This is an optimization exercise on Yosys and OpenROAD, whose aim is small area and a short achievable clock period, not a production implementation.
Function was checked by simulation only, so behaviour that the tests miss may differ from the original.
Power is estimated from default activity; no workload was simulated.

run A:
==> flow/design.v <==
module Decoder_Unit (
    input [1 : 0] DEC_ALU_FUNC,
    output reg DEC_Arith_Enable, DEC_Logic_Enable, DEC_CMP_Enable, DEC_Shift_Enable
);
always @(*) begin
    DEC_Arith_Enable = 1'b0;
    DEC_Logic_Enable = 1'b0;
    DEC_CMP_Enable   = 1'b0;
    DEC_Shift_Enable = 1'b0;
    case (DEC_ALU_FUNC)
        2'b00: DEC_Arith_Enable = 1'b1;
        2'b01: DEC_Logic_Enable = 1'b1;
        2'b10: DEC_CMP_Enable   = 1'b1;
        2'b11: DEC_Shift_Enable = 1'b1;
        default: begin
            DEC_Arith_Enable = 1'b0;
            DEC_Logic_Enable = 1'b0;
            DEC_CMP_Enable   = 1'b0;
            DEC_Shift_Enable = 1'b0; 
    end
    endcase
end
endmodule
module Arithmetic_Unit (
    input clk,rst,
    input [15 : 0] A,
    input [15 : 0] B,
    input [1 : 0] Arith_ALU_FUNC,
    input Arith_Enable,
    input [16 : 0] Sum,           
    output reg [31 : 0] Arith_OUT,
    output reg Carry_OUT, Arith_Flag
);
wire [31 : 0] Prod = A * B;
wire [15 : 0] Quot;
Div_Unit DIV (.A(A), .B(B), .Q(Quot));
reg [31 : 0] Result;
always @(*) begin
    case (Arith_ALU_FUNC)
        2'b00: Result = {15'b0, Sum};
        2'b01: Result = {{16{~Sum[16]}}, Sum[15 : 0]};
        2'b10: Result = Prod;
        default: Result = {16'b0, Quot};
    endcase
end
always @(posedge clk or negedge rst) begin
    if (!rst) begin
        Arith_OUT  <= 32'b0;
        Carry_OUT  <= 1'b0;
        Arith_Flag <= 1'b0;
    end
    else begin
        Arith_Flag <= Arith_Enable;
        if (Arith_Enable) begin
            Arith_OUT <= Result;
            if (Arith_ALU_FUNC == 2'b00)
                Carry_OUT <= Sum[16];
        end
    end
end
endmodule
module Div_Unit (
    input  [15 : 0] A,
    input  [15 : 0] B,
    output [15 : 0] Q
);
wire bnz = |B;
wire [15 : 0] R [0 : 16];
assign R[16] = 16'd0;
genvar k;
generate
    for (k = 15; k >= 0; k = k - 1) begin : step
        localparam W = 16 - k;
        wire [W - 1 : 0] T;
        if (W == 1) begin : t1
            assign T = A[k];
        end
        else begin : tn
            assign T = {R[k + 1][W - 2 : 0], A[k]};
        end
        wire fits;
        if (W == 16) begin : f16
            assign fits = bnz;
        end
        else begin : fn
            assign fits = bnz & ~|B[15 : W];
        end
        wire [W : 0] D = {1'b0, T} - {1'b0, B[W - 1 : 0]};
        assign Q[k] = fits & ~D[W];
        assign R[k] = Q[k] ? D[W - 1 : 0] : T;
    end
endgenerate
endmodule
module Logic_Unit (
    input clk,rst,
    input [15 : 0] A,
    input [15 : 0] B,
    input [1 : 0] Logic_ALU_FUNC,
    input Logic_Enable,
    output [31 : 0] Logic_OUT,
    output reg Logic_Flag
);
reg [15 : 0] Low;
reg High;
assign Logic_OUT = {{16{High}}, Low};
always @(posedge clk or negedge rst) begin
    if (!rst) begin
        Low        <= 16'b0;
        High       <= 1'b0;
        Logic_Flag <= 1'b0;
    end
    else begin
        Logic_Flag <= Logic_Enable;
        if (Logic_Enable) begin
            High <= Logic_ALU_FUNC[1];
            case (Logic_ALU_FUNC)
                2'b00: Low <=   A & B;
                2'b01: Low <=   A | B;
                2'b10: Low <= ~(A & B);
                default: Low <= ~(A | B);
            endcase
        end
    end
end
endmodule
module CMP_Unit (
    input clk,rst,
    input [16 : 0] Sum,
    input [1 : 0] CMP_ALU_FUNC,
    input CMP_Enable,
    output [31 : 0] CMP_OUT,
    output reg CMP_Flag
);
reg [1 : 0] CMP_Val;
wire eq = ~|Sum[15 : 0];
wire lt = ~Sum[16];
wire gt = Sum[16] & ~eq;
assign CMP_OUT = {30'b0, CMP_Val};
always @(posedge clk or negedge rst) begin
    if (!rst) begin
        CMP_Val  <= 2'b0;
        CMP_Flag <= 1'b0;
    end
    else begin
        CMP_Flag <= CMP_Enable;
        if (CMP_Enable) begin
            case (CMP_ALU_FUNC)
                2'b00: CMP_Val <= 2'b00;
                2'b01: CMP_Val <= {1'b0, eq};
                2'b10: CMP_Val <= {gt, 1'b0};
                default: CMP_Val <= {lt, lt};
            endcase
        end
    end
end
endmodule
module Shift_Unit (
    input clk,rst,
    input [15 : 0] A,
    input [15 : 0] B,
    input [1 : 0] Shift_ALU_FUNC,
    input Shift_Enable,
    output [31 : 0] Shift_OUT,
    output reg Shift_Flag
);
reg [16 : 0] Val;
assign Shift_OUT = {15'b0, Val};
wire [15 : 0] X = Shift_ALU_FUNC[1] ? B : A;
always @(posedge clk or negedge rst) begin
    if (!rst) begin
        Val        <= 17'b0;
        Shift_Flag <= 1'b0;
    end
    else begin
        Shift_Flag <= Shift_Enable;
        if (Shift_Enable) begin
            if (Shift_ALU_FUNC[0])
                Val <= {X, 1'b0};
            else
                Val <= {2'b0, X[15 : 1]};
        end
    end
end
endmodule
module alu_top (
    input   CLK,rst,
    input   [3 : 0] ALU_FUNC,
    input   [15 : 0] A,
    input   [15 : 0] B,
    output  [31 : 0] Arith_OUT, Logic_OUT, CMP_OUT,Shift_OUT,
    output  Carry_OUT, Arith_Flag, Logic_Flag, CMP_Flag, Shift_Flag
);
wire Arith_EN, Logic_EN, CMP_EN, Shift_EN;
Decoder_Unit U0 (
    .DEC_ALU_FUNC(ALU_FUNC[3 : 2]),
    .DEC_Arith_Enable(Arith_EN),
    .DEC_Logic_Enable(Logic_EN),
    .DEC_CMP_Enable  (CMP_EN),
    .DEC_Shift_Enable(Shift_EN)
);
wire Sub = |ALU_FUNC;
wire [17 : 0] Sum_x = {1'b0, A, 1'b1} + {1'b0, B ^ {16{Sub}}, Sub};
wire [16 : 0] Sum = Sum_x[17 : 1];
Arithmetic_Unit U1 (
    .clk(CLK), .rst(rst), .A(A), .B(B),
    .Arith_ALU_FUNC(ALU_FUNC[1 : 0]), .Arith_Enable(Arith_EN), .Sum(Sum),
    .Arith_OUT(Arith_OUT), .Carry_OUT(Carry_OUT), .Arith_Flag(Arith_Flag)
);
Logic_Unit U2 (
    .clk(CLK), .rst(rst), .A(A), .B(B),
    .Logic_ALU_FUNC(ALU_FUNC[1 : 0]), .Logic_Enable(Logic_EN),
    .Logic_OUT(Logic_OUT), .Logic_Flag(Logic_Flag)
);
CMP_Unit U3 (
    .clk(CLK), .rst(rst), .Sum(Sum),
    .CMP_ALU_FUNC(ALU_FUNC[1 : 0]), .CMP_Enable(CMP_EN),
    .CMP_OUT(CMP_OUT), .CMP_Flag(CMP_Flag)
);
Shift_Unit U4 (
    .clk(CLK), .rst(rst), .A(A), .B(B),
    .Shift_ALU_FUNC(ALU_FUNC[1 : 0]), .Shift_Enable(Shift_EN),
    .Shift_OUT(Shift_OUT), .Shift_Flag(Shift_Flag)
);
endmodule
Settings: LEC_CHECK=0, ABC_AREA=1, CAP_MARGIN=20, CORE_MARGIN=2, CORE_UTILIZATION=40, SLEW_MARGIN=20; clock period 130.0 ns.
run.sh (not shown) runs the stock make flow with config.mk's settings and CLKGATE_MAP_FILE= SYNTH_SCRIPT=/design/flow/synth_recipe.tcl, a recipe that flattens the netlist after the stock synthesis.
The following lists how run B was set up differently from run A:
- ABC_AREA removed (was 1)
==> comparison <==
From run A to run B the numbers moved as follows: total power shows an increase of about 13%, power in combinational cells shows an increase of 16%, clock distribution power shows a reduction of 7.2%.
Looking only at combinational share of power, and setting everything else aside, the higher value of run B and run A goes to run B.
On fraction of power consumed by the clock network: run B sits below run A.

==> what the ideal ports hide <==
Ports are ideal in the flow. The routed layouts listed here were re-timed in OpenROAD. Step 1 sets driving cells, clkbuf_16 on the clock port and buf_2 on the other inputs (assumed; they add their load-dependent delay and slew). Step 2 moves the port delays by t, midway between the first and last clock arrival at a register: inputs arrive t later, outputs are due t later. That takes back most of the time a late clock gives input paths. Three values: ideal, step 1, step 2; two values: the first two.
run	shift t [ns]	setup WS [ns]	latest minus earliest clock arrival (ns)
run A	0.435	74.252 / 74.201 / 73.765	0.013 / 0.013
run B	0.431	73.635 / 73.672 / 73.241	0.014 / 0.014
After both steps setup and hold are still met in every run listed. The setup slack of run A, which loses most, moves by -0.051 ns with the drivers and by -0.487 ns with both steps.
